This design comes from an exercise in tuning for small area on the open sky130 flow, not from production work.
Function was checked by simulation only, so behaviour that the tests miss may differ from the original.

// dct2d_top
module dct2d_top (clk, rst_n, pix_row, coef_row);
  input clk, rst_n;
  input  [63:0] pix_row;
  output [95:0] coef_row;
  wire [7:0]  ph;           
  wire [41:0] DCT1_out;
  wire [63:0] DCT2_in;
  wire [95:0] DCT2_out;
  wire [71:0] TP2_out;
  counter1 cnt(ph, clk, rst_n);
  wire [7:0] col_sel = ph;                          
  wire [7:0] row_sel = {ph[5:0], ph[7:6]};          
  reg [63:0] pix_q;        
  always @(posedge clk)
    pix_q <= pix_row;
  DCT_1D DCT1(pix_q, DCT1_out);
  TPmem_1 #(.D(13)) TP1(.i_clk(clk), .i_sel(col_sel), .i_data(DCT1_out), .o_data(DCT2_in));
  DCT_2D DCT2(DCT2_in, DCT2_out, col_sel[0], col_sel[1]);
  TPmem_2 TP2(.i_clk(clk), .i_sel(row_sel), .i_data(DCT2_out[95:24]), .o_data(TP2_out));
  assign coef_row = {TP2_out, 24'b0};
endmodule
clock: 12.0 ns
lec_check: 0
cap_margin: 20
core_margin: 2
core_utilization: 75
cts_cluster_diameter: 100
cts_cluster_size: 30
slew_margin: 20
standard.sh (not shown) runs the stock make flow with config.mk's settings and CLKGATE_MAP_FILE= SYNTH_SCRIPT=/design/flow/synth_recipe.tcl, a recipe that flattens the netlist after the stock synthesis.
==> flow/flow/run.sh <==
#!/bin/bash
# Standard layout, with two netlist passes between synthesis and floorplan.
# flow/invpush.py builds full adders and majority gates in complemented form,
# and half adders and XOR gates in whichever polarity suits their neighbours,
# where that removes inverters.  flow/muxmap.py rebuilds six-input AND-OR
# selects (nand3 of three a22oi) as nand2 of two a222oi.  Registers and the
# logic function are unchanged; each tool writes its own log here.
set -euo pipefail
R=orfs/results/${FLOW_PLATFORM}/dct2d_top/base
bash standard.sh synth > synth.log 2>&1
cp "$R/1_2_yosys.v" netlist_synth.v
python3 flow/invpush.py netlist_synth.v netlist_invpush.v > invpush.log 2>&1
python3 flow/muxmap.py netlist_invpush.v "$R/1_2_yosys.v" > muxmap.log 2>&1
rm -f "$R/1_synth.odb" "$R/1_synth.sdc"
touch "$R/1_2_yosys.v"
bash standard.sh finish > layout.log 2>&1
Other scripts of this flow, unchanged in this note and not shown: flow/flow/invpush.py, flow/flow/muxmap.py
Rerun with:
- CORE_UTILIZATION: 75 -> 78
=> Critical path depth drops by 3; wire length drops by 1.1%; global-route usage climbs by 0.90 points; design area is about the same; core utilization climbs by 3.2 points; hold slack improves by 0.0095 ns; worst setup slack degrades by 0.040 ns; die area drops by 3.8%; synthesized area stays the same.

* * *

## the baseline
dct2d_top, a different RTL version from the one above (not shown whole).
Size: about 4,600 cells after synthesis, ~58,000 um^2 of cells after synthesis.
clock: 12.0 ns
lec_check: 0
cap_margin: 20
core_margin: 2
core_utilization: 70
cts_cluster_diameter: 100
cts_cluster_size: 30
slew_margin: 20
run.sh (not shown) runs the stock make flow with config.mk's settings and CLKGATE_MAP_FILE= SYNTH_SCRIPT=/design/flow/synth_recipe.tcl, a recipe that flattens the netlist after the stock synthesis.
Stock flow here: none of the scripts above is used.
Inputs modified between the baseline and the candidate:
- CORE_UTILIZATION changed from 70 to 65
- CTS_CLUSTER_SIZE changed from 30 to 28
- CTS_CLUSTER_DIAMETER changed from 100 to 90
- PLACE_DENSITY_LB_ADDON newly set to 0.1
Notes after the runs:
Compared with the baseline, the candidate shows cell count along the critical path that has gone up by more than 10%.
Any difference in cell area between the baseline and the candidate is small enough to ignore.
Compared to the baseline, the routing of the candidate uses less wire.
Compared to the baseline, the candidate has data required time at the worst endpoint 0.03 ns lower.
The candidate and the baseline all finish clean.
Compared with the baseline, in the candidate least setup slack across all paths after layout went up 0.025 ns; number of fill cells saw an increase; time the worst path needs with I/O delays and setup shrank by 0.025 ns.

* * *

Another version of the RTL of dct2d_top (not shown whole).
Size in the first run: ~4600 cells after synthesis, roughly 1300 flip-flops, roughly 160 I/O pins, about 59000 um2 of cells after synthesis.
export LEC_CHECK = 0
export CAP_MARGIN = 20
export CORE_MARGIN = 2
export CORE_UTILIZATION = 60
export CTS_BUF_LIST = sky130_fd_sc_hd__clkbuf_4
export SLEW_MARGIN = 20
create_clock -name core_clock -period 12.0 [get_ports {clk}]
Edit:
--- a/flow/config.mk
+++ b/flow/config.mk
@@ -8,5 +8,4 @@
 export CAP_MARGIN = 20
 export CORE_MARGIN = 2
-export CORE_UTILIZATION = 60
-export CTS_BUF_LIST = sky130_fd_sc_hd__clkbuf_4
+export CORE_UTILIZATION = 40
 export SLEW_MARGIN = 20
First-iteration DRC count shrinks by a few percent.
Wire length went down by a few percent.
Final area came out higher by a few percent.
Via count decreases by a few percent.
Count of clock-buffer cells in the layout fell by 305.
Global-route usage decreases by 9.9 points.
Die area rose by well over a third.
Fmax stays flat.
Final cell count rises by a few percent.

## port drivers added, routing unchanged
The flow's constraints put no driver on any port. The routed layouts listed below were extracted and timed again, unchanged, in two steps. Step 1, drivers: a clkbuf_16 drives clk and a buf_2 each remaining input, both assumed. Step 2 also shifts input and output timing later by t, the mid clock arrival at the registers, as if the neighbouring blocks saw the same clock. a / b / c = no drivers / after step 1 / after step 2; a / b = the first two.
run	t, ns	setup WS [ns]	hold WS [ns]	worst data-port slew with drivers (ns)
the first run of note 1	0.733	0.531 / 0.531 / 0.531	0.306 / 0.306 / 0.306	0.06
the second run of note 1	0.722	0.490 / 0.490 / 0.490	0.315 / 0.315 / 0.315	0.06
the baseline	0.720	0.479 / 0.479 / 0.479	0.316 / 0.316 / 0.316	0.06
the candidate	0.730	0.504 / 0.504 / 0.504	0.297 / 0.297 / 0.297	0.08
the first run of note 3	1.155	0.253 / 0.302 / -0.853	0.258 / 0.258 / 0.258	0.05
the second run of note 3	0.777	0.274 / 0.326 / -0.451	0.255 / 0.255 / 0.255	0.11
With both steps, setup timing fails in the first run of note 3 and the second run of note 3, where it was met with ideal ports. For the first run of note 3, which loses most, drivers alone change the setup slack by +0.049 ns; drivers and shift together by -1.106 ns.
